This design comes from an exercise in tuning for small area and a short achievable clock period on the open sky130 flow, not from production work.
The RTL of this run was laid out without a check of its function.
Power and IR drop assume default switching activity.

==> design/flow/config.mk <==
export PLATFORM = sky130hd
export DESIGN_NAME = PE
export DESIGN_NICKNAME = PE
export VERILOG_FILES = /design/flow/design.v
export SDC_FILE = /design/flow/constraint.sdc
export NUM_CORES = 4
export LEC_CHECK = 0
export ABC_CLOCK_PERIOD_IN_PS = 2800
export CAP_MARGIN = 20
export CORE_MARGIN = 2
export CORE_UTILIZATION = 60
export SETUP_SLACK_MARGIN = 4.0
export SLEW_MARGIN = 20
==> design/flow/standard.sh <==
#!/bin/bash
# synth_recipe.tcl (not shown) runs the flow's synth.tcl, then flattens the netlist and writes it again
# the make line also repeats each setting of config.mk as NAME=value (left out here)
make -C /OpenROAD-flow-scripts/flow DESIGN_CONFIG=/design/flow/config.mk WORK_HOME=/design/flow/orfs CLKGATE_MAP_FILE= SYNTH_SCRIPT=/design/flow/synth_recipe.tcl "${@:-finish}"
==> design/flow/constraint.sdc <==
create_clock -name core_clock -period 6.5 [get_ports {clk}]
set_input_delay 1.3000 -clock core_clock [delete_from_list [all_inputs] [get_ports {clk}]]
set_output_delay 1.3000 -clock core_clock [all_outputs]
set_load 0.01 [all_outputs]
==> design/flow/design.v <==
`timescale 1ns/1ps
module register #(
    parameter NUM_STAGES = 2,
    parameter DATA_WIDTH = 2,
    parameter USE_RESET  = 1
)(
    input  wire                  CLK,
    input  wire                  RESET,
    input  wire [DATA_WIDTH-1:0] DIN,
    output wire [DATA_WIDTH-1:0] DOUT
);
genvar i;
generate
if (NUM_STAGES == 0)
begin : pass
    assign DOUT = DIN;
end
else
begin : stages
    reg [NUM_STAGES*DATA_WIDTH-1:0] din_delay;
    for (i=0; i<NUM_STAGES; i=i+1)
    begin : REGISTER_STAGES
        wire [DATA_WIDTH-1:0] prev;
        if (i == 0) begin : first
            assign prev = DIN;
        end else begin : rest
            assign prev = din_delay[(i-1)*DATA_WIDTH+:DATA_WIDTH];
        end
        always @(posedge CLK)
        begin
            if (USE_RESET && RESET)
                din_delay[i*DATA_WIDTH+:DATA_WIDTH] <= 0;
            else
                din_delay[i*DATA_WIDTH+:DATA_WIDTH] <= prev;
        end
    end
    assign DOUT = din_delay[(NUM_STAGES-1)*DATA_WIDTH+:DATA_WIDTH];
end
endgenerate
endmodule
`timescale 1ns/1ps
module macc (
  input  wire                 clk,
  input  wire                 reset,
  input  wire                 enable,
  input  wire                 clear,
  input  wire [ 2 : 0 ]       op_code,
  input  wire [ 15 : 0 ]      op_0,
  input  wire [ 15 : 0 ]      op_1,
  input  wire [ 15 : 0 ]      op_add,
  output wire [ 15 : 0 ]      out
);
  reg  [15:0] a1;
  reg  [7:0] neg1, one1, two1;
  reg  [15:0] add1;
  reg  [1:0] mode1;
  reg  en1, clr1;
  wire [15:0] b = op_code[0] ? op_0 : op_1;
  wire [16:0] bx = {b, 1'b0};
  wire [7:0] neg0, one0, two0;
  genvar g;
  generate for (g = 0; g < 8; g = g + 1) begin : booth
    assign neg0[g] = bx[2*g+2];
    assign one0[g] = bx[2*g+1] ^ bx[2*g];
    assign two0[g] = (bx[2*g+2] & ~bx[2*g+1] & ~bx[2*g]) | (~bx[2*g+2] & bx[2*g+1] & bx[2*g]);
  end endgenerate
  always @(posedge clk) begin
    a1    <= op_0;
    neg1  <= neg0;
    one1  <= one0;
    two1  <= two0;
    add1  <= (op_code[2:1] == 2'b10) ? op_add : 16'd0;
    mode1 <= op_code[2:1];
    en1   <= enable && !reset;
    clr1  <= clear;
  end
  wire pp0_0;
  wire pp0_1;
  wire pp0_2;
  wire pp0_3;
  wire pp0_4;
  wire pp0_5;
  wire pp0_6;
  wire pp0_7;
  wire pp0_8;
  wire pp0_9;
  wire pp0_10;
  wire pp0_11;
  wire pp0_12;
  wire pp0_13;
  wire pp0_14;
  wire pp0_15;
  wire pp1_0;
  wire pp1_1;
  wire pp1_2;
  wire pp1_3;
  wire pp1_4;
  wire pp1_5;
  wire pp1_6;
  wire pp1_7;
  wire pp1_8;
  wire pp1_9;
  wire pp1_10;
  wire pp1_11;
  wire pp1_12;
  wire pp1_13;
  wire pp2_0;
  wire pp2_1;
  wire pp2_2;
  wire pp2_3;
  wire pp2_4;
  wire pp2_5;
  wire pp2_6;
  wire pp2_7;
  wire pp2_8;
  wire pp2_9;
  wire pp2_10;
  wire pp2_11;
  wire pp3_0;
  wire pp3_1;
  wire pp3_2;
  wire pp3_3;
  wire pp3_4;
  wire pp3_5;
  wire pp3_6;
  wire pp3_7;
  wire pp3_8;
  wire pp3_9;
  wire pp4_0;
  wire pp4_1;
  wire pp4_2;
  wire pp4_3;
  wire pp4_4;
  wire pp4_5;
  wire pp4_6;
  wire pp4_7;
  wire pp5_0;
  wire pp5_1;
  wire pp5_2;
  wire pp5_3;
  wire pp5_4;
  wire pp5_5;
  wire pp6_0;
  wire pp6_1;
  wire pp6_2;
  wire pp6_3;
  wire pp7_0;
  wire pp7_1;
  wire t2s1;
  wire t2c2;
  wire t2s3;
  wire t2c4;
  wire t2s5;
  wire t2c6;
  wire t2s7;
  wire t2c8;
  wire t2s9;
  wire t2c10;
  wire t2s11;
  wire t2c12;
  wire t2s13;
  wire t2c14;
  wire t2s15;
  wire t2c16;
  wire t2s17;
  wire t2c18;
  wire t2s19;
  wire t2c20;
  wire t2s21;
  wire t2c22;
  wire t2s23;
  wire t2c24;
  wire t2s25;
  wire t2c26;
  wire t2s27;
  wire t2c28;
  wire t2s29;
  wire t2c30;
  wire t2s31;
  wire t2c32;
  wire t2s33;
  wire t2c34;
  wire t2s35;
  wire t2c36;
  wire t2s37;
  wire t2c38;
  wire t2s39;
  wire t2c40;
  wire t2s41;
  wire t2c42;
  wire t2s43;
  wire t2c44;
  wire t2s45;
  wire t2c46;
  wire t2s47;
  wire t2c48;
  wire t2s49;
  wire t2c50;
  wire t2s51;
  wire t2c52;
  wire t2s53;
  wire t2c54;
  wire t2s55;
  wire t2c56;
  wire t2s57;
  wire t2c58;
  wire t2s59;
  wire t2c60;
  wire t2s61;
  wire t2c62;
  wire t2s63;
  wire t2c64;
  wire t2s65;
  wire t2c66;
  wire t2s67;
  wire t2c68;
  wire t2s69;
  wire t2c70;
  wire t2s71;
  wire t2c72;
  wire t2s73;
  wire t2c74;
  wire t2s75;
  wire t2c76;
  wire t2s77;
  wire t2c78;
  wire t2s79;
  wire t2c80;
  wire t2s81;
  wire t2c82;
  wire t2s83;
  wire t2c84;
  wire t2s85;
  wire t2c86;
  wire t2s87;
  wire t2c88;
  wire t2s89;
  wire t2c90;
  wire t2s91;
  wire t2c92;
  wire t2s93;
  wire t2c94;
  wire t2s95;
  wire t2c96;
  wire t2x97;
  wire t2x98;
  wire t2x99;
  wire t2x100;
  wire t2x101;
  wire t2x102;
  wire t2x103;
  wire t2x104;
  wire t2x105;
  wire t2x106;
  wire t2x107;
  assign pp0_0 = (one1[0] & a1[0]) ^ neg1[0];
  assign pp0_1 = ((one1[0] & a1[1]) | (two1[0] & a1[0])) ^ neg1[0];
  assign pp0_2 = ((one1[0] & a1[2]) | (two1[0] & a1[1])) ^ neg1[0];
  assign pp0_3 = ((one1[0] & a1[3]) | (two1[0] & a1[2])) ^ neg1[0];
  assign pp0_4 = ((one1[0] & a1[4]) | (two1[0] & a1[3])) ^ neg1[0];
  assign pp0_5 = ((one1[0] & a1[5]) | (two1[0] & a1[4])) ^ neg1[0];
  assign pp0_6 = ((one1[0] & a1[6]) | (two1[0] & a1[5])) ^ neg1[0];
  assign pp0_7 = ((one1[0] & a1[7]) | (two1[0] & a1[6])) ^ neg1[0];
  assign pp0_8 = ((one1[0] & a1[8]) | (two1[0] & a1[7])) ^ neg1[0];
  assign pp0_9 = ((one1[0] & a1[9]) | (two1[0] & a1[8])) ^ neg1[0];
  assign pp0_10 = ((one1[0] & a1[10]) | (two1[0] & a1[9])) ^ neg1[0];
  assign pp0_11 = ((one1[0] & a1[11]) | (two1[0] & a1[10])) ^ neg1[0];
  assign pp0_12 = ((one1[0] & a1[12]) | (two1[0] & a1[11])) ^ neg1[0];
  assign pp0_13 = ((one1[0] & a1[13]) | (two1[0] & a1[12])) ^ neg1[0];
  assign pp0_14 = ((one1[0] & a1[14]) | (two1[0] & a1[13])) ^ neg1[0];
  assign pp0_15 = ((one1[0] & a1[15]) | (two1[0] & a1[14])) ^ neg1[0];
  assign pp1_0 = (one1[1] & a1[0]) ^ neg1[1];
  assign pp1_1 = ((one1[1] & a1[1]) | (two1[1] & a1[0])) ^ neg1[1];
  assign pp1_2 = ((one1[1] & a1[2]) | (two1[1] & a1[1])) ^ neg1[1];
  assign pp1_3 = ((one1[1] & a1[3]) | (two1[1] & a1[2])) ^ neg1[1];
  assign pp1_4 = ((one1[1] & a1[4]) | (two1[1] & a1[3])) ^ neg1[1];
  assign pp1_5 = ((one1[1] & a1[5]) | (two1[1] & a1[4])) ^ neg1[1];
  assign pp1_6 = ((one1[1] & a1[6]) | (two1[1] & a1[5])) ^ neg1[1];
  assign pp1_7 = ((one1[1] & a1[7]) | (two1[1] & a1[6])) ^ neg1[1];
  assign pp1_8 = ((one1[1] & a1[8]) | (two1[1] & a1[7])) ^ neg1[1];
  assign pp1_9 = ((one1[1] & a1[9]) | (two1[1] & a1[8])) ^ neg1[1];
  assign pp1_10 = ((one1[1] & a1[10]) | (two1[1] & a1[9])) ^ neg1[1];
  assign pp1_11 = ((one1[1] & a1[11]) | (two1[1] & a1[10])) ^ neg1[1];
  assign pp1_12 = ((one1[1] & a1[12]) | (two1[1] & a1[11])) ^ neg1[1];
  assign pp1_13 = ((one1[1] & a1[13]) | (two1[1] & a1[12])) ^ neg1[1];
  assign pp2_0 = (one1[2] & a1[0]) ^ neg1[2];
  assign pp2_1 = ((one1[2] & a1[1]) | (two1[2] & a1[0])) ^ neg1[2];
  assign pp2_2 = ((one1[2] & a1[2]) | (two1[2] & a1[1])) ^ neg1[2];
  assign pp2_3 = ((one1[2] & a1[3]) | (two1[2] & a1[2])) ^ neg1[2];
  assign pp2_4 = ((one1[2] & a1[4]) | (two1[2] & a1[3])) ^ neg1[2];
  assign pp2_5 = ((one1[2] & a1[5]) | (two1[2] & a1[4])) ^ neg1[2];
  assign pp2_6 = ((one1[2] & a1[6]) | (two1[2] & a1[5])) ^ neg1[2];
  assign pp2_7 = ((one1[2] & a1[7]) | (two1[2] & a1[6])) ^ neg1[2];
  assign pp2_8 = ((one1[2] & a1[8]) | (two1[2] & a1[7])) ^ neg1[2];
  assign pp2_9 = ((one1[2] & a1[9]) | (two1[2] & a1[8])) ^ neg1[2];
  assign pp2_10 = ((one1[2] & a1[10]) | (two1[2] & a1[9])) ^ neg1[2];
  assign pp2_11 = ((one1[2] & a1[11]) | (two1[2] & a1[10])) ^ neg1[2];
  assign pp3_0 = (one1[3] & a1[0]) ^ neg1[3];
  assign pp3_1 = ((one1[3] & a1[1]) | (two1[3] & a1[0])) ^ neg1[3];
  assign pp3_2 = ((one1[3] & a1[2]) | (two1[3] & a1[1])) ^ neg1[3];
  assign pp3_3 = ((one1[3] & a1[3]) | (two1[3] & a1[2])) ^ neg1[3];
  assign pp3_4 = ((one1[3] & a1[4]) | (two1[3] & a1[3])) ^ neg1[3];
  assign pp3_5 = ((one1[3] & a1[5]) | (two1[3] & a1[4])) ^ neg1[3];
  assign pp3_6 = ((one1[3] & a1[6]) | (two1[3] & a1[5])) ^ neg1[3];
  assign pp3_7 = ((one1[3] & a1[7]) | (two1[3] & a1[6])) ^ neg1[3];
  assign pp3_8 = ((one1[3] & a1[8]) | (two1[3] & a1[7])) ^ neg1[3];
  assign pp3_9 = ((one1[3] & a1[9]) | (two1[3] & a1[8])) ^ neg1[3];
  assign pp4_0 = (one1[4] & a1[0]) ^ neg1[4];
  assign pp4_1 = ((one1[4] & a1[1]) | (two1[4] & a1[0])) ^ neg1[4];
  assign pp4_2 = ((one1[4] & a1[2]) | (two1[4] & a1[1])) ^ neg1[4];
  assign pp4_3 = ((one1[4] & a1[3]) | (two1[4] & a1[2])) ^ neg1[4];
  assign pp4_4 = ((one1[4] & a1[4]) | (two1[4] & a1[3])) ^ neg1[4];
  assign pp4_5 = ((one1[4] & a1[5]) | (two1[4] & a1[4])) ^ neg1[4];
  assign pp4_6 = ((one1[4] & a1[6]) | (two1[4] & a1[5])) ^ neg1[4];
  assign pp4_7 = ((one1[4] & a1[7]) | (two1[4] & a1[6])) ^ neg1[4];
  assign pp5_0 = (one1[5] & a1[0]) ^ neg1[5];
  assign pp5_1 = ((one1[5] & a1[1]) | (two1[5] & a1[0])) ^ neg1[5];
  assign pp5_2 = ((one1[5] & a1[2]) | (two1[5] & a1[1])) ^ neg1[5];
  assign pp5_3 = ((one1[5] & a1[3]) | (two1[5] & a1[2])) ^ neg1[5];
  assign pp5_4 = ((one1[5] & a1[4]) | (two1[5] & a1[3])) ^ neg1[5];
  assign pp5_5 = ((one1[5] & a1[5]) | (two1[5] & a1[4])) ^ neg1[5];
  assign pp6_0 = (one1[6] & a1[0]) ^ neg1[6];
  assign pp6_1 = ((one1[6] & a1[1]) | (two1[6] & a1[0])) ^ neg1[6];
  assign pp6_2 = ((one1[6] & a1[2]) | (two1[6] & a1[1])) ^ neg1[6];
  assign pp6_3 = ((one1[6] & a1[3]) | (two1[6] & a1[2])) ^ neg1[6];
  assign pp7_0 = (one1[7] & a1[0]) ^ neg1[7];
  assign pp7_1 = ((one1[7] & a1[1]) | (two1[7] & a1[0])) ^ neg1[7];
  assign t2s1 = add1[0] ^ neg1[0] ^ pp0_0;
  assign t2c2 = (add1[0] & neg1[0]) | (add1[0] & pp0_0) | (neg1[0] & pp0_0);
  assign t2s3 = add1[1] ^ pp0_1 ^ t2c2;
  assign t2c4 = (add1[1] & pp0_1) | (add1[1] & t2c2) | (pp0_1 & t2c2);
  assign t2s5 = add1[2] ^ neg1[1] ^ pp0_2;
  assign t2c6 = (add1[2] & neg1[1]) | (add1[2] & pp0_2) | (neg1[1] & pp0_2);
  assign t2s7 = pp1_0 ^ t2s5 ^ t2c4;
  assign t2c8 = (pp1_0 & t2s5) | (pp1_0 & t2c4) | (t2s5 & t2c4);
  assign t2s9 = add1[3] ^ pp0_3 ^ pp1_1;
  assign t2c10 = (add1[3] & pp0_3) | (add1[3] & pp1_1) | (pp0_3 & pp1_1);
  assign t2s11 = add1[4] ^ neg1[2] ^ pp0_4;
  assign t2c12 = (add1[4] & neg1[2]) | (add1[4] & pp0_4) | (neg1[2] & pp0_4);
  assign t2s13 = pp1_2 ^ pp2_0 ^ t2c10;
  assign t2c14 = (pp1_2 & pp2_0) | (pp1_2 & t2c10) | (pp2_0 & t2c10);
  assign t2s15 = add1[5] ^ pp0_5 ^ pp1_3;
  assign t2c16 = (add1[5] & pp0_5) | (add1[5] & pp1_3) | (pp0_5 & pp1_3);
  assign t2s17 = pp2_1 ^ t2c12 ^ t2s15;
  assign t2c18 = (pp2_1 & t2c12) | (pp2_1 & t2s15) | (t2c12 & t2s15);
  assign t2s19 = add1[6] ^ neg1[3] ^ pp0_6;
  assign t2c20 = (add1[6] & neg1[3]) | (add1[6] & pp0_6) | (neg1[3] & pp0_6);
  assign t2s21 = pp1_4 ^ pp2_2 ^ pp3_0;
  assign t2c22 = (pp1_4 & pp2_2) | (pp1_4 & pp3_0) | (pp2_2 & pp3_0);
  assign t2s23 = t2c16 ^ t2s19 ^ t2s21;
  assign t2c24 = (t2c16 & t2s19) | (t2c16 & t2s21) | (t2s19 & t2s21);
  assign t2s25 = add1[7] ^ pp0_7 ^ pp1_5;
  assign t2c26 = (add1[7] & pp0_7) | (add1[7] & pp1_5) | (pp0_7 & pp1_5);
  assign t2s27 = pp2_3 ^ pp3_1 ^ t2c20;
  assign t2c28 = (pp2_3 & pp3_1) | (pp2_3 & t2c20) | (pp3_1 & t2c20);
  assign t2s29 = t2c22 ^ t2s25 ^ t2c24;
  assign t2c30 = (t2c22 & t2s25) | (t2c22 & t2c24) | (t2s25 & t2c24);
  assign t2s31 = add1[8] ^ neg1[4] ^ pp0_8;
  assign t2c32 = (add1[8] & neg1[4]) | (add1[8] & pp0_8) | (neg1[4] & pp0_8);
  assign t2s33 = pp1_6 ^ pp2_4 ^ pp3_2;
  assign t2c34 = (pp1_6 & pp2_4) | (pp1_6 & pp3_2) | (pp2_4 & pp3_2);
  assign t2s35 = pp4_0 ^ t2c26 ^ t2s31;
  assign t2c36 = (pp4_0 & t2c26) | (pp4_0 & t2s31) | (t2c26 & t2s31);
  assign t2s37 = t2s33 ^ t2c28 ^ t2s35;
  assign t2c38 = (t2s33 & t2c28) | (t2s33 & t2s35) | (t2c28 & t2s35);
  assign t2s39 = add1[9] ^ pp0_9 ^ pp1_7;
  assign t2c40 = (add1[9] & pp0_9) | (add1[9] & pp1_7) | (pp0_9 & pp1_7);
  assign t2s41 = pp2_5 ^ pp3_3 ^ pp4_1;
  assign t2c42 = (pp2_5 & pp3_3) | (pp2_5 & pp4_1) | (pp3_3 & pp4_1);
  assign t2s43 = t2c32 ^ t2c34 ^ t2s39;
  assign t2c44 = (t2c32 & t2c34) | (t2c32 & t2s39) | (t2c34 & t2s39);
  assign t2s45 = t2s41 ^ t2c36 ^ t2s43;
  assign t2c46 = (t2s41 & t2c36) | (t2s41 & t2s43) | (t2c36 & t2s43);
  assign t2s47 = add1[10] ^ neg1[5] ^ pp0_10;
  assign t2c48 = (add1[10] & neg1[5]) | (add1[10] & pp0_10) | (neg1[5] & pp0_10);
  assign t2s49 = pp1_8 ^ pp2_6 ^ pp3_4;
  assign t2c50 = (pp1_8 & pp2_6) | (pp1_8 & pp3_4) | (pp2_6 & pp3_4);
  assign t2s51 = pp4_2 ^ pp5_0 ^ t2c40;
  assign t2c52 = (pp4_2 & pp5_0) | (pp4_2 & t2c40) | (pp5_0 & t2c40);
  assign t2s53 = t2c42 ^ t2s47 ^ t2s49;
  assign t2c54 = (t2c42 & t2s47) | (t2c42 & t2s49) | (t2s47 & t2s49);
  assign t2s55 = t2c44 ^ t2s51 ^ t2s53;
  assign t2c56 = (t2c44 & t2s51) | (t2c44 & t2s53) | (t2s51 & t2s53);
  assign t2s57 = pp0_11 ^ pp1_9 ^ pp2_7;
  assign t2c58 = (pp0_11 & pp1_9) | (pp0_11 & pp2_7) | (pp1_9 & pp2_7);
  assign t2s59 = pp3_5 ^ pp4_3 ^ pp5_1;
  assign t2c60 = (pp3_5 & pp4_3) | (pp3_5 & pp5_1) | (pp4_3 & pp5_1);
  assign t2s61 = t2c48 ^ t2c50 ^ t2s57;
  assign t2c62 = (t2c48 & t2c50) | (t2c48 & t2s57) | (t2c50 & t2s57);
  assign t2s63 = t2s59 ^ t2c52 ^ t2c54;
  assign t2c64 = (t2s59 & t2c52) | (t2s59 & t2c54) | (t2c52 & t2c54);
  assign t2s65 = neg1[6] ^ pp0_12 ^ pp1_10;
  assign t2c66 = (neg1[6] & pp0_12) | (neg1[6] & pp1_10) | (pp0_12 & pp1_10);
  assign t2s67 = pp2_8 ^ pp3_6 ^ pp4_4;
  assign t2c68 = (pp2_8 & pp3_6) | (pp2_8 & pp4_4) | (pp3_6 & pp4_4);
  assign t2s69 = pp5_2 ^ pp6_0 ^ t2c58;
  assign t2c70 = (pp5_2 & pp6_0) | (pp5_2 & t2c58) | (pp6_0 & t2c58);
  assign t2s71 = t2c60 ^ t2s65 ^ t2s67;
  assign t2c72 = (t2c60 & t2s65) | (t2c60 & t2s67) | (t2s65 & t2s67);
  assign t2s73 = t2c62 ^ t2s69 ^ t2s71;
  assign t2c74 = (t2c62 & t2s69) | (t2c62 & t2s71) | (t2s69 & t2s71);
  assign t2s75 = pp0_13 ^ pp1_11 ^ pp2_9;
  assign t2c76 = (pp0_13 & pp1_11) | (pp0_13 & pp2_9) | (pp1_11 & pp2_9);
  assign t2s77 = pp3_7 ^ pp4_5 ^ pp5_3;
  assign t2c78 = (pp3_7 & pp4_5) | (pp3_7 & pp5_3) | (pp4_5 & pp5_3);
  assign t2s79 = pp6_1 ^ t2c66 ^ t2c68;
  assign t2c80 = (pp6_1 & t2c66) | (pp6_1 & t2c68) | (t2c66 & t2c68);
  assign t2s81 = t2s75 ^ t2s77 ^ t2c70;
  assign t2c82 = (t2s75 & t2s77) | (t2s75 & t2c70) | (t2s77 & t2c70);
  assign t2s83 = t2c72 ^ t2s79;
  assign t2c84 = t2c72 & t2s79;
  assign t2s85 = neg1[7] ^ pp0_14 ^ pp1_12;
  assign t2c86 = (neg1[7] & pp0_14) | (neg1[7] & pp1_12) | (pp0_14 & pp1_12);
  assign t2s87 = pp2_10 ^ pp3_8 ^ pp4_6;
  assign t2c88 = (pp2_10 & pp3_8) | (pp2_10 & pp4_6) | (pp3_8 & pp4_6);
  assign t2s89 = pp5_4 ^ pp6_2 ^ pp7_0;
  assign t2c90 = (pp5_4 & pp6_2) | (pp5_4 & pp7_0) | (pp6_2 & pp7_0);
  assign t2s91 = t2c76 ^ t2c78 ^ t2s85;
  assign t2c92 = (t2c76 & t2c78) | (t2c76 & t2s85) | (t2c78 & t2s85);
  assign t2s93 = t2s87 ^ t2s89 ^ t2c80;
  assign t2c94 = (t2s87 & t2s89) | (t2s87 & t2c80) | (t2s89 & t2c80);
  assign t2s95 = t2s91 ^ t2c84;
  assign t2c96 = t2s91 & t2c84;
  assign t2x97 = pp0_15 ^ pp1_13;
  assign t2x98 = pp2_11 ^ pp3_9;
  assign t2x99 = pp4_7 ^ pp5_5;
  assign t2x100 = pp6_3 ^ pp7_1;
  assign t2x101 = t2x100 ^ t2x97;
  assign t2x102 = t2x98 ^ t2x99;
  assign t2x103 = t2x101 ^ t2x102;
  assign t2x104 = t2c86 ^ t2c88;
  assign t2x105 = t2c90 ^ t2x103;
  assign t2x106 = t2x104 ^ t2x105;
  assign t2x107 = t2c92 ^ t2x106;
  reg  p2_0_0;
  reg  p2_1_0;
  reg  p2_2_0;
  reg  p2_3_0;
  reg  p2_3_1;
  reg  p2_3_2;
  reg  p2_4_0;
  reg  p2_4_1;
  reg  p2_5_0;
  reg  p2_5_1;
  reg  p2_6_0;
  reg  p2_6_1;
  reg  p2_7_0;
  reg  p2_7_1;
  reg  p2_8_0;
  reg  p2_8_1;
  reg  p2_9_0;
  reg  p2_9_1;
  reg  p2_10_0;
  reg  p2_10_1;
  reg  p2_11_0;
  reg  p2_11_1;
  reg  p2_11_2;
  reg  p2_12_0;
  reg  p2_12_1;
  reg  p2_13_0;
  reg  p2_13_1;
  reg  p2_13_2;
  reg  p2_14_0;
  reg  p2_14_1;
  reg  p2_14_2;
  reg  p2_15_0;
  reg  p2_15_1;
  reg  p2_15_2;
  reg  [1:0] mode2;
  reg  en2, clr2;
  reg  [15:11] add2;
  always @(posedge clk) begin
    p2_0_0 <= t2s1;
    p2_1_0 <= t2s3;
    p2_2_0 <= t2s7;
    p2_3_0 <= t2c6;
    p2_3_1 <= t2s9;
    p2_3_2 <= t2c8;
    p2_4_0 <= t2s11;
    p2_4_1 <= t2s13;
    p2_5_0 <= t2c14;
    p2_5_1 <= t2s17;
    p2_6_0 <= t2c18;
    p2_6_1 <= t2s23;
    p2_7_0 <= t2s27;
    p2_7_1 <= t2s29;
    p2_8_0 <= t2c30;
    p2_8_1 <= t2s37;
    p2_9_0 <= t2c38;
    p2_9_1 <= t2s45;
    p2_10_0 <= t2c46;
    p2_10_1 <= t2s55;
    p2_11_0 <= t2s61;
    p2_11_1 <= t2c56;
    p2_11_2 <= t2s63;
    p2_12_0 <= t2c64;
    p2_12_1 <= t2s73;
    p2_13_0 <= t2s83;
    p2_13_1 <= t2s81;
    p2_13_2 <= t2c74;
    p2_14_0 <= t2c82;
    p2_14_1 <= t2s93;
    p2_14_2 <= t2s95;
    p2_15_0 <= t2x107;
    p2_15_1 <= t2c94;
    p2_15_2 <= t2c96;
    add2  <= add1[15:11];
    mode2 <= mode1;
    en2   <= en1;
    clr2  <= clr1;
  end
  reg  [15:0] accs, accc;
  wire [15:0] dadd_s = mode2[0] ? accs : {add2, 11'd0};
  wire [15:0] dadd_c = mode2[0] ? accc : 16'd0;
  wire t3s108;
  wire t3c109;
  wire t3s110;
  wire t3c111;
  wire t3s112;
  wire t3c113;
  wire t3s114;
  wire t3c115;
  wire t3s116;
  wire t3c117;
  wire t3s118;
  wire t3c119;
  wire t3s120;
  wire t3c121;
  wire t3s122;
  wire t3c123;
  wire t3s124;
  wire t3c125;
  wire t3s126;
  wire t3c127;
  wire t3s128;
  wire t3c129;
  wire t3s130;
  wire t3c131;
  wire t3s132;
  wire t3c133;
  wire t3s134;
  wire t3c135;
  wire t3s136;
  wire t3c137;
  wire t3s138;
  wire t3c139;
  wire t3s140;
  wire t3c141;
  wire t3s142;
  wire t3c143;
  wire t3s144;
  wire t3c145;
  wire t3s146;
  wire t3c147;
  wire t3s148;
  wire t3c149;
  wire t3s150;
  wire t3c151;
  wire t3s152;
  wire t3c153;
  wire t3s154;
  wire t3c155;
  wire t3s156;
  wire t3c157;
  wire t3s158;
  wire t3c159;
  wire t3s160;
  wire t3c161;
  wire t3s162;
  wire t3c163;
  wire t3s164;
  wire t3c165;
  wire t3s166;
  wire t3c167;
  wire t3s168;
  wire t3c169;
  wire t3x170;
  wire t3x171;
  wire t3x172;
  wire t3x173;
  wire t3x174;
  wire t3x175;
  assign t3s108 = p2_0_0 ^ dadd_c[0];
  assign t3c109 = p2_0_0 & dadd_c[0];
  assign t3s110 = p2_1_0 ^ dadd_c[1] ^ dadd_s[1];
  assign t3c111 = (p2_1_0 & dadd_c[1]) | (p2_1_0 & dadd_s[1]) | (dadd_c[1] & dadd_s[1]);
  assign t3s112 = p2_2_0 ^ dadd_c[2] ^ dadd_s[2];
  assign t3c113 = (p2_2_0 & dadd_c[2]) | (p2_2_0 & dadd_s[2]) | (dadd_c[2] & dadd_s[2]);
  assign t3s114 = p2_3_0 ^ p2_3_1 ^ p2_3_2;
  assign t3c115 = (p2_3_0 & p2_3_1) | (p2_3_0 & p2_3_2) | (p2_3_1 & p2_3_2);
  assign t3s116 = dadd_c[3] ^ dadd_s[3] ^ t3s114;
  assign t3c117 = (dadd_c[3] & dadd_s[3]) | (dadd_c[3] & t3s114) | (dadd_s[3] & t3s114);
  assign t3s118 = p2_4_0 ^ p2_4_1 ^ dadd_c[4];
  assign t3c119 = (p2_4_0 & p2_4_1) | (p2_4_0 & dadd_c[4]) | (p2_4_1 & dadd_c[4]);
  assign t3s120 = dadd_s[4] ^ t3c115 ^ t3s118;
  assign t3c121 = (dadd_s[4] & t3c115) | (dadd_s[4] & t3s118) | (t3c115 & t3s118);
  assign t3s122 = p2_5_0 ^ p2_5_1 ^ dadd_c[5];
  assign t3c123 = (p2_5_0 & p2_5_1) | (p2_5_0 & dadd_c[5]) | (p2_5_1 & dadd_c[5]);
  assign t3s124 = dadd_s[5] ^ t3c119 ^ t3s122;
  assign t3c125 = (dadd_s[5] & t3c119) | (dadd_s[5] & t3s122) | (t3c119 & t3s122);
  assign t3s126 = p2_6_0 ^ p2_6_1 ^ dadd_c[6];
  assign t3c127 = (p2_6_0 & p2_6_1) | (p2_6_0 & dadd_c[6]) | (p2_6_1 & dadd_c[6]);
  assign t3s128 = dadd_s[6] ^ t3c123 ^ t3s126;
  assign t3c129 = (dadd_s[6] & t3c123) | (dadd_s[6] & t3s126) | (t3c123 & t3s126);
  assign t3s130 = p2_7_0 ^ p2_7_1 ^ dadd_c[7];
  assign t3c131 = (p2_7_0 & p2_7_1) | (p2_7_0 & dadd_c[7]) | (p2_7_1 & dadd_c[7]);
  assign t3s132 = dadd_s[7] ^ t3c127 ^ t3s130;
  assign t3c133 = (dadd_s[7] & t3c127) | (dadd_s[7] & t3s130) | (t3c127 & t3s130);
  assign t3s134 = p2_8_0 ^ p2_8_1 ^ dadd_c[8];
  assign t3c135 = (p2_8_0 & p2_8_1) | (p2_8_0 & dadd_c[8]) | (p2_8_1 & dadd_c[8]);
  assign t3s136 = dadd_s[8] ^ t3c131 ^ t3s134;
  assign t3c137 = (dadd_s[8] & t3c131) | (dadd_s[8] & t3s134) | (t3c131 & t3s134);
  assign t3s138 = p2_9_0 ^ p2_9_1 ^ dadd_c[9];
  assign t3c139 = (p2_9_0 & p2_9_1) | (p2_9_0 & dadd_c[9]) | (p2_9_1 & dadd_c[9]);
  assign t3s140 = dadd_s[9] ^ t3c135 ^ t3s138;
  assign t3c141 = (dadd_s[9] & t3c135) | (dadd_s[9] & t3s138) | (t3c135 & t3s138);
  assign t3s142 = p2_10_0 ^ p2_10_1 ^ dadd_c[10];
  assign t3c143 = (p2_10_0 & p2_10_1) | (p2_10_0 & dadd_c[10]) | (p2_10_1 & dadd_c[10]);
  assign t3s144 = dadd_s[10] ^ t3c139 ^ t3s142;
  assign t3c145 = (dadd_s[10] & t3c139) | (dadd_s[10] & t3s142) | (t3c139 & t3s142);
  assign t3s146 = p2_11_0 ^ p2_11_1 ^ p2_11_2;
  assign t3c147 = (p2_11_0 & p2_11_1) | (p2_11_0 & p2_11_2) | (p2_11_1 & p2_11_2);
  assign t3s148 = dadd_c[11] ^ dadd_s[11] ^ t3s146;
  assign t3c149 = (dadd_c[11] & dadd_s[11]) | (dadd_c[11] & t3s146) | (dadd_s[11] & t3s146);
  assign t3s150 = t3c143 ^ t3s148;
  assign t3c151 = t3c143 & t3s148;
  assign t3s152 = p2_12_0 ^ p2_12_1 ^ dadd_c[12];
  assign t3c153 = (p2_12_0 & p2_12_1) | (p2_12_0 & dadd_c[12]) | (p2_12_1 & dadd_c[12]);
  assign t3s154 = dadd_s[12] ^ t3c147 ^ t3s152;
  assign t3c155 = (dadd_s[12] & t3c147) | (dadd_s[12] & t3s152) | (t3c147 & t3s152);
  assign t3s156 = t3c149 ^ t3c151;
  assign t3c157 = t3c149 & t3c151;
  assign t3s158 = p2_13_0 ^ p2_13_1 ^ p2_13_2;
  assign t3c159 = (p2_13_0 & p2_13_1) | (p2_13_0 & p2_13_2) | (p2_13_1 & p2_13_2);
  assign t3s160 = dadd_c[13] ^ dadd_s[13] ^ t3s158;
  assign t3c161 = (dadd_c[13] & dadd_s[13]) | (dadd_c[13] & t3s158) | (dadd_s[13] & t3s158);
  assign t3s162 = t3c153 ^ t3s160 ^ t3c155;
  assign t3c163 = (t3c153 & t3s160) | (t3c153 & t3c155) | (t3s160 & t3c155);
  assign t3s164 = p2_14_0 ^ p2_14_1 ^ p2_14_2;
  assign t3c165 = (p2_14_0 & p2_14_1) | (p2_14_0 & p2_14_2) | (p2_14_1 & p2_14_2);
  assign t3s166 = dadd_c[14] ^ dadd_s[14] ^ t3c159;
  assign t3c167 = (dadd_c[14] & dadd_s[14]) | (dadd_c[14] & t3c159) | (dadd_s[14] & t3c159);
  assign t3s168 = t3s164 ^ t3c161 ^ t3s166;
  assign t3c169 = (t3s164 & t3c161) | (t3s164 & t3s166) | (t3c161 & t3s166);
  assign t3x170 = p2_15_0 ^ p2_15_1;
  assign t3x171 = p2_15_2 ^ t3x170;
  assign t3x172 = dadd_c[15] ^ dadd_s[15];
  assign t3x173 = t3x171 ^ t3c165;
  assign t3x174 = t3x172 ^ t3x173;
  assign t3x175 = t3x174 ^ t3c167;
  wire [15:0] rx = {t3x175, t3s168, t3c157, t3s154, t3c145, t3c141, t3c137, t3c133, t3c129, t3c125, t3c121, t3c117, t3c113, t3c111, t3c109, dadd_s[0]};
  wire [15:0] ry = {t3c169, t3c163, t3s162, t3s156, t3s150, t3s144, t3s140, t3s136, t3s132, t3s128, t3s124, t3s120, t3s116, t3s112, t3s110, t3s108};
  always @(posedge clk) begin
    if (reset || clr2) begin
      accs <= 16'd0;
      accc <= 16'd0;
    end else if (en2) begin
      accs <= rx;
      accc <= ry;
    end
  end
  assign out = accs + accc;
endmodule
module ram
#(
  parameter integer DATA_WIDTH    = 16,
  parameter integer ADDR_WIDTH    = 5
)
(
  input  wire                         clk,
  input  wire                         reset,
  input  wire                         s_read_req,
  input  wire [ ADDR_WIDTH  -1 : 0 ]  s_read_addr,
  output reg  [ DATA_WIDTH  -1 : 0 ]  s_read_data,
  input  wire                         s_write_req,
  input  wire [ ADDR_WIDTH  -1 : 0 ]  s_write_addr,
  input  wire [ DATA_WIDTH  -1 : 0 ]  s_write_data
);
  reg  [ DATA_WIDTH -1 : 0 ] mem [ 0 : (1<<ADDR_WIDTH)-1 ];
  reg  [ ADDR_WIDTH -1 : 0 ] rd_addr;
  reg  [ ADDR_WIDTH -1 : 0 ] wr_addr;
  reg  [ DATA_WIDTH -1 : 0 ] wr_data;
  reg                        rd_addr_v;
  reg                        wr_addr_v;
  always @(posedge clk) begin
    rd_addr_v <= s_read_req && !reset;
    wr_addr_v <= s_write_req && !reset;
    rd_addr   <= s_read_addr;
    wr_addr   <= s_write_addr;
    wr_data   <= s_write_data;
  end
  always @(posedge clk)
    if (wr_addr_v)
      mem[wr_addr] <= wr_data;
  reg  [ DATA_WIDTH -1 : 0 ] rd_mux;
  integer k;
  always @(*) begin
    rd_mux = {DATA_WIDTH{1'b0}};
    for (k = 0; k < (1<<ADDR_WIDTH); k = k + 1)
      rd_mux = rd_mux | (mem[k] & {DATA_WIDTH{rd_addr == k}});
  end
  always @(posedge clk)
    if (reset)
      s_read_data <= 0;
    else if (rd_addr_v)
      s_read_data <= rd_mux;
endmodule
`timescale 1ns/1ps
module fifo
#(
    parameter   DATA_WIDTH          = 16,
    parameter   ADDR_WIDTH          = 4,
    parameter   RAM_DEPTH           = (1 << ADDR_WIDTH)
)(
    input  wire                         clk,
    input  wire                         reset,
    input  wire                         push,
    input  wire                         pop,
    input  wire [ DATA_WIDTH -1 : 0 ]   data_in,
    output reg  [ DATA_WIDTH -1 : 0 ]   data_out
);
reg     [ADDR_WIDTH  :0]        fifo_count;
reg     [DATA_WIDTH-1:0]        mem[0:RAM_DEPTH-1];
wire empty = (fifo_count == 0);
wire full  = fifo_count[ADDR_WIDTH];
wire do_push = push && !full;
wire do_pop  = pop && !empty;
always @ (posedge clk)
begin
  if (reset)
    fifo_count <= 0;
  else if (do_push && !do_pop)
    fifo_count <= fifo_count + 1;
  else if (do_pop && !do_push)
    fifo_count <= fifo_count - 1;
end
integer i;
always @ (posedge clk)
  if (do_push) begin
    mem[0] <= data_in;
    for (i = 1; i < RAM_DEPTH; i = i + 1)
      mem[i] <= mem[i-1];
  end
reg [DATA_WIDTH-1:0] rd_mux;
integer k;
always @(*) begin
  rd_mux = {DATA_WIDTH{1'b0}};
  for (k = 0; k < RAM_DEPTH; k = k + 1)
    rd_mux = rd_mux | (mem[k] & {DATA_WIDTH{fifo_count == k + 1}});
end
always @ (posedge clk)
  if (do_pop)
    data_out <= rd_mux;
endmodule
module activation #(
  parameter OP_WIDTH  = 16
) (
  input  wire                                         clk,
  input  wire                                         enable,
  input  wire        [ OP_WIDTH           -1 : 0 ]    in,
  output wire        [ OP_WIDTH           -1 : 0 ]    out
);
reg [OP_WIDTH-1:0] activation_data;
wire signed [OP_WIDTH-1:0] in_s = in;
always @(posedge clk)
  if (enable)
    activation_data <= (in_s > 0) ? in : {OP_WIDTH{1'b0}};
  else
    activation_data <= in;
assign out = activation_data;
endmodule
`timescale 1ns/1ps
module PE #(
  parameter integer PE_BUF_ADDR_WIDTH   = 5,
  parameter integer OP_WIDTH            = 16,
  parameter integer ACC_WIDTH           = 16,
  parameter         LAYER_NORM          = "NO"
)
(
  input  wire                                         clk,
  input  wire                                         reset,
  input  wire                                         mask,
  input  wire  [ 10+2*PE_BUF_ADDR_WIDTH -1 : 0 ]      ctrl,
  input  wire                                         src_2_sel,
  input  wire  [ OP_WIDTH             -1 : 0 ]        read_data_0,
  input  wire  [ OP_WIDTH             -1 : 0 ]        read_data_1,
  input  wire  [ OP_WIDTH             -1 : 0 ]        read_data_2,
  output wire  [ OP_WIDTH             -1 : 0 ]        lrn_center,
  output wire  [ OP_WIDTH             -1 : 0 ]        write_data,
  output wire  [ OP_WIDTH             -1 : 0 ]        pe_buffer_read_data,
  input  wire                                         pe_neuron_read_req,
  input  wire  [ OP_WIDTH             -1 : 0 ]        pe_neuron_write_data,
  input  wire                                         pe_neuron_write_req,
  input  wire  [ PE_BUF_ADDR_WIDTH    -1 : 0 ]        pe_neuron_write_addr,
  output wire                                         write_valid
);
  localparam integer OP_CODE_WIDTH  = 3;
  wire [ OP_WIDTH           -1 : 0 ]  pe_buffer_write_data;
  wire [ OP_WIDTH           -1 : 0 ]  pe_buffer_read_data_d;
  wire                                src_2_sel_dd;
  wire                                _pe_buffer_write_req;
  wire                                pe_buffer_write_req;
  wire                                pe_buffer_read_req;
  wire                                _pe_buffer_read_req;
  wire                                flush, flush_d;
  wire                                enable;
  wire [ OP_CODE_WIDTH      -1 : 0 ]  op_code;
  wire [ PE_BUF_ADDR_WIDTH  -1 : 0 ]  buf_rd_addr;
  wire [ PE_BUF_ADDR_WIDTH  -1 : 0 ]  _buf_wr_addr;
  wire [ PE_BUF_ADDR_WIDTH  -1 : 0 ]  buf_wr_addr;
  wire [ OP_WIDTH           -1 : 0 ]  conv_out;
  wire                                norm_fifo_push;
  wire                                norm_fifo_pop;
  wire [ OP_WIDTH           -1 : 0 ]  macc_out;
  assign {norm_fifo_push, norm_fifo_pop,
    buf_rd_addr, _buf_wr_addr,
    flush, write_valid, _pe_buffer_write_req, _pe_buffer_read_req, enable, op_code} = ctrl;
  assign pe_buffer_read_req  = _pe_buffer_read_req || pe_neuron_read_req;
  assign pe_buffer_write_req = _pe_buffer_write_req || pe_neuron_write_req;
  assign buf_wr_addr = pe_neuron_write_req ? pe_neuron_write_addr : _buf_wr_addr;
  wire [OP_WIDTH-1:0] macc_op_add = src_2_sel_dd == 0 ?
    read_data_2 : pe_buffer_read_data;
  assign conv_out = !flush_d ? macc_out : pe_buffer_read_data_d;
  register #(.NUM_STAGES(2), .DATA_WIDTH(1)) src_2_delay (
    .CLK(clk), .RESET(reset), .DIN(src_2_sel), .DOUT(src_2_sel_dd));
  register #(.NUM_STAGES(3), .DATA_WIDTH(1)) macc_en_delay (
    .CLK(clk), .RESET(reset), .DIN(flush), .DOUT(flush_d));
  register #(.NUM_STAGES(3), .DATA_WIDTH(OP_WIDTH), .USE_RESET(0)) fifo_out_delay (
    .CLK(clk), .RESET(reset), .DIN(pe_buffer_read_data), .DOUT(pe_buffer_read_data_d));
  macc MACC_pe (
    .clk      ( clk                 ),
    .reset    ( reset               ),
    .enable   ( enable && mask      ),
    .clear    ( !mask               ),
    .op_code  ( op_code             ),
    .op_0     ( read_data_0         ),
    .op_1     ( read_data_1         ),
    .op_add   ( macc_op_add         ),
    .out      ( macc_out            )
  );
  assign pe_buffer_write_data = pe_neuron_write_req ? pe_neuron_write_data : conv_out;
  ram #(
    .DATA_WIDTH               ( OP_WIDTH                 ),
    .ADDR_WIDTH               ( PE_BUF_ADDR_WIDTH        )
  ) pe_buffer (
    .clk                      ( clk                      ),
    .reset                    ( reset                    ),
    .s_write_req              ( pe_buffer_write_req      ),
    .s_write_data             ( pe_buffer_write_data     ),
    .s_write_addr             ( buf_wr_addr              ),
    .s_read_req               ( pe_buffer_read_req       ),
    .s_read_data              ( pe_buffer_read_data      ),
    .s_read_addr              ( buf_rd_addr              )
  );
  activation #(
    .OP_WIDTH                 ( OP_WIDTH                 )
  ) ReLU (
    .clk                      ( clk                      ),
    .enable                   ( 1'b0                     ),
    .in                       ( conv_out                 ),
    .out                      ( write_data               )
  );
  fifo #(
    .DATA_WIDTH               ( OP_WIDTH                 ),
    .ADDR_WIDTH               ( 4                        )
  ) norm_fifo (
    .clk                      ( clk                      ),
    .reset                    ( reset                    ),
    .push                     ( norm_fifo_push           ),
    .pop                      ( norm_fifo_pop            ),
    .data_in                  ( read_data_0              ),
    .data_out                 ( lrn_center               )
  );
endmodule
==> design/flow/flow/run.sh <==
#!/bin/bash
set -e
export BUFFER_PORTS_ARGS="-buffer_cell sky130_fd_sc_hd__buf_1"
export CTS_ARGS="-sink_clustering_enable -repair_clock_nets -sink_clustering_size 28 -sink_clustering_max_diameter 80 -dont_use_dummy_load"
bash standard.sh > standard.log 2>&1
==> metrics.md <==
| Metric | Value |
|---|---|
| Antenna-violating nets left | `0` |
| Fin. Hold Viols | `0` |
| 1st-iter DRT viols | `between 3000 and 4000` |
| DR WL/cell | `31.3 µm` |
| Core area | `65700 µm²` |
| RSZ-0062 raised after global routing | `yes` |
| Sequential area share after synthesis | `71.7%` |
| Final core occ | `approximately two thirds` |
| Ys async rst share | `0%` |
| Multiplexer area fraction after synthesis | `2.47%` |
| Die Y | `roughly 260 µm` |
| Adder-cell share of the synthesized area | `4.54%` |
| Crit path capture type | `output port` |
| Layout cells sized above 1 | `14.6%` |
| Clock transition at path regs | `~0.10 ns` |
| Final period utilization | `40.0%` |
| Latest clock arrival within the worst-skew pair | `roughly 0.65 ns` |
| Gp weighted congestion | `0.889` |
| Setup ws final | `around 3.9 ns` |
| Syn-to-layout area delta | `10.0%` |
| CTS HTree Levels | `2` |
| Largest family of logic cells by synthesized area | `compound AO/OA/AOI/OAI gates` |
| WP data arrival | `between 1 and 1.5 ns` |
| NumNets Final | `between 2000 and 3000` |
| Detailed placer's ending HPWL | `about 69000 µm` |
| F_max | `0.385 GHz` |
| Relative slew slack | `between 20% and 30%` |
| Max-cap violation count | `0` |
| Antenna violations before repair | `0` |
| Grt total ovfl | `0` |
| Critical path fanouts, max | `1` |
| Crit Path Class | `in -> out` |
| Port Buffers | `around 140` |
| Simple-gate area share of the yosys netlist | `~6.5%` |
| Vias in the first global route | `between 20000 and 25000` |
| FP Rows | `94` |
| Worst Hold Class | `reg -> reg` |
| Required @ worst endpoint | `approximately 5.2 ns` |
| Clock sink count | `roughly 1000` |
| Max Root-Sink Buffers | `3` |
| Die area | `approximately 68000 µm²` |
| Status | `complete, no violations` |
| Maximum vdd drop | `roughly 0.28 mV` |
| Min Tclk post-route | `about 2.6 ns` |
| Top cell type's share of synthesized area | `between 50% and 60%` |
| Initial Utilization | `60.6%` |
| XOR/XNOR share of the synthesized area | `under 10%` |
| Synth cell types | `72` |
| Post-synthesis register bit count | `1034` |
| Largest cells by area after synthesis | `edfxtp_1 (59%), dfxtp_1 (13%), a22oi_1 (6.2%)` |
| Drt via density | `approximately 6.6` |
| Hold buffers post-CTS | `0` |
| Fill cell total of the finished layout | `4576` |
| CTS buffer count | `45` |
| EDFF count, synth | `784` |
| Cell Area, Synth | `39800 µm²` |
| I/O Pins | `around 140` |
| Largest net degree at the start of global routing | `92` |
| TNS Setup | `0 ns` |
| Compound-cell area share of the yosys netlist | `roughly 10%` |
| Die width | `262 µm` |
| Vias post-DR | `around 24000` |
| Routed WL | `roughly 110000 µm` |
| Power per Cell Area | `324 nW/µm²` |
| Syn_nets | `about 2800` |
| Dominant cell type by area after synthesis | `edfxtp_1` |
| First-pass GRT wire length | `roughly 160000 µm` |
| Root buffer cell | `clkbuf_16` |
| Post-Place Setup Slack | `just under 3 ns` |
| Fin. max-slew vios | `0` |
| DR pass1 iterations | `8` |
| Slew @ Worst Pin | `~1.2 ns` |
| Mean Syn Cell Area | `15.5 µm²` |
| Warnings, synthesis | `8` |
| Total GRT Usage | `33.0%` |
| Leak | `about 15 nW` |
| Cells after Synth | `approximately 2600` |
| TritonCTS clock tree | `done` |
| Endpoints failing setup | `0` |
| Startpoint types | `input pin` |
| Main flop type after synthesis | `edfxtp_1` |
| # DRC | `0` |
| Clock skew | `0.0855 ns` |
[timing repair]
| item | CTS | global route |
|---|---|---|
| gates cloned | 1 | 0 |
| pin swaps | 7 | 14 |
| resized for setup | 134 | 54 |
| buffers inserted | 40 | 32 |
| setup endpoints to repair | 183 | 89 |
[cell families (layout without fill, tap and decap cells)]
group	Yosys count	after routing
and+or+nand+nor	503	503
muxes	95	95
buffers and inverters	195	373
DFF	1034	1034
other	0	1
AOI/OAI and AO/OA	544	544
xor gates and xnor gates	104	104
adders and majority gates	100	100
[synthesized netlist by cell type (28+ instances only)]
library cell / count
nor2_1: 146
nand2_1: 120
xnor2_1: 75
nand4_1: 38
fa_1: 74
xor2_1: 28
clkbuf_1: 64
a21oi_1: 29
a22oi_1: 331
inv_1: 69
mux2_2: 28
edfxtp_1: 784
dfxtp_1: 250
mux2i_1: 67
nand3_1: 33
o21ai_0: 33
[through the flow]
step / std cells / power [W] / hold slack [ns] / cell area [µm²]
after floorplan: 2575 / 0.0101 / 0.310 / 39900
after CTS: 3585 / 0.0142 / 0.335 / 43300
final: 3618 / 0.0142 / 0.326 / 43800
after global routing: 3617 / 0.0148 / 0.338 / 43800
after global placement: 3498 / 0.0109 / 0.310 / 41400
after detailed placement: 3499 / 0.0110 / 0.312 / 41400
[registers in the layout, indices dropped and copies added, names as in the netlist, 8 cells and up]
name	count
MACC_pe.two1	8
MACC_pe.neg1	8
norm_fifo.data_out	16
MACC_pe.accs	15
pe_buffer.wr_data	16
ReLU.activation_data	16
MACC_pe.accc	16
MACC_pe.one1	8
MACC_pe.a1	16
pe_buffer.s_read_data	16
pe_buffer.mem	512
norm_fifo.mem	256
fifo_out_delay.stages.din_delay	48
MACC_pe.add1	16
[power breakdown]
group	switching (W)	internal, W	total [W]
combinational	0.00155	0.00104	0.00260
sequential	0.000486	0.00796	0.00845
clock	0.00191	0.00125	0.00316
total	0.00395	0.0103	0.0142
[area by class of cell]
| cell class | count | area, µm² | share of cell area [%] |
|---|---|---|---|
| clock buffer | 45 | 1130 | 2.57 |
| antenna | 1 | 2.50 | 0.00571 |
| inverter | 73 | 279 | 0.636 |
| timing repair buffer | 255 | 1770 | 4.05 |
| tap | 864 | 1080 | 2.47 |
| sequential | 1034 | 28700 | 65.5 |
| multi-input combinational | 1346 | 10900 | 24.8 |
[cells in the final DEF, fill, tap and decap left out, drive strengths merged, types with 8 or more instances in the layout]
| cell type | instances |
|---|---|
| ha | 26 |
| a22oi | 331 |
| edfxtp | 784 |
| clkbuf | 57 |
| nand2b | 12 |
| inv | 70 |
| nand2 | 121 |
| a22o | 23 |
| a222oi | 20 |
| and2 | 19 |
| mux2 | 28 |
| o21ai | 33 |
| nor2 | 178 |
| a221oi | 23 |
| nor4 | 14 |
| nand3 | 34 |
| dfxtp | 250 |
| a21o | 8 |
| a211oi | 21 |
| xor2 | 28 |
| nor2b | 14 |
| fa | 74 |
| nand3b | 11 |
| buf | 241 |
| mux2i | 67 |
| xnor2 | 75 |
| nor3 | 21 |
| nand4 | 38 |
| a21oi | 29 |
| and3 | 17 |
[path summary, 6_finish.rpt]
path / cells after the start / endpoint / slack [ns] / from
setup / recovery: 0 / write_valid / 3.90 / ctrl[6]
setup reg to reg: 9 / MACC_pe.p2_15_0$_DFF_P_ / 3.92 / MACC_pe.two1[0]$_DFF_P_
hold / removal: 0 / fifo_out_delay.stages.din_delay[24]$_DFF_P_ / 0.33 / fifo_out_delay.stages.din_delay[8]$_DFF_P_
hold reg to reg: 0 / fifo_out_delay.stages.din_delay[24]$_DFF_P_ / 0.33 / fifo_out_delay.stages.din_delay[8]$_DFF_P_
[routing by layer]
layer  global-route usage (%)  part of all wire (%)  wire length [µm]  up-vias
met1                     44.4                    38             42900    12147
met5                        0                     0                 0        -
met3                     5.13                   8.9             10000      256
met4                     13.9                   4.6              5150        0
met2                     54.1                    49             55100     1338
li1                         -                     -                 -    10177

afterwards: timing with drivers on the ports:
No port has a modelled driver above. Below, the same layout with a new extraction and two added sets of constraints.
Step 1 sets driving cells, clkbuf_16 on the clock port and buf_2 on the other inputs (assumed; they add their load-dependent delay and slew).
Step 2 moves the port delays by t, midway between the first and last clock arrival at a register: inputs arrive t later, outputs are due t later. That takes back most of the time a late clock gives input paths.
Three values: ideal, step 1, step 2; two values: the first two.
shift t [ns]: 0.669
slack for setup (ns): 3.900 / 3.859 / 3.489
hold WS [ns]: 0.326 / 0.326 / 0.326
worst slew at a driven data input, ns: 0.09
After both steps setup and hold are still met in this run. For this run, drivers alone change the setup slack by -0.041 ns; drivers and shift together by -0.411 ns.
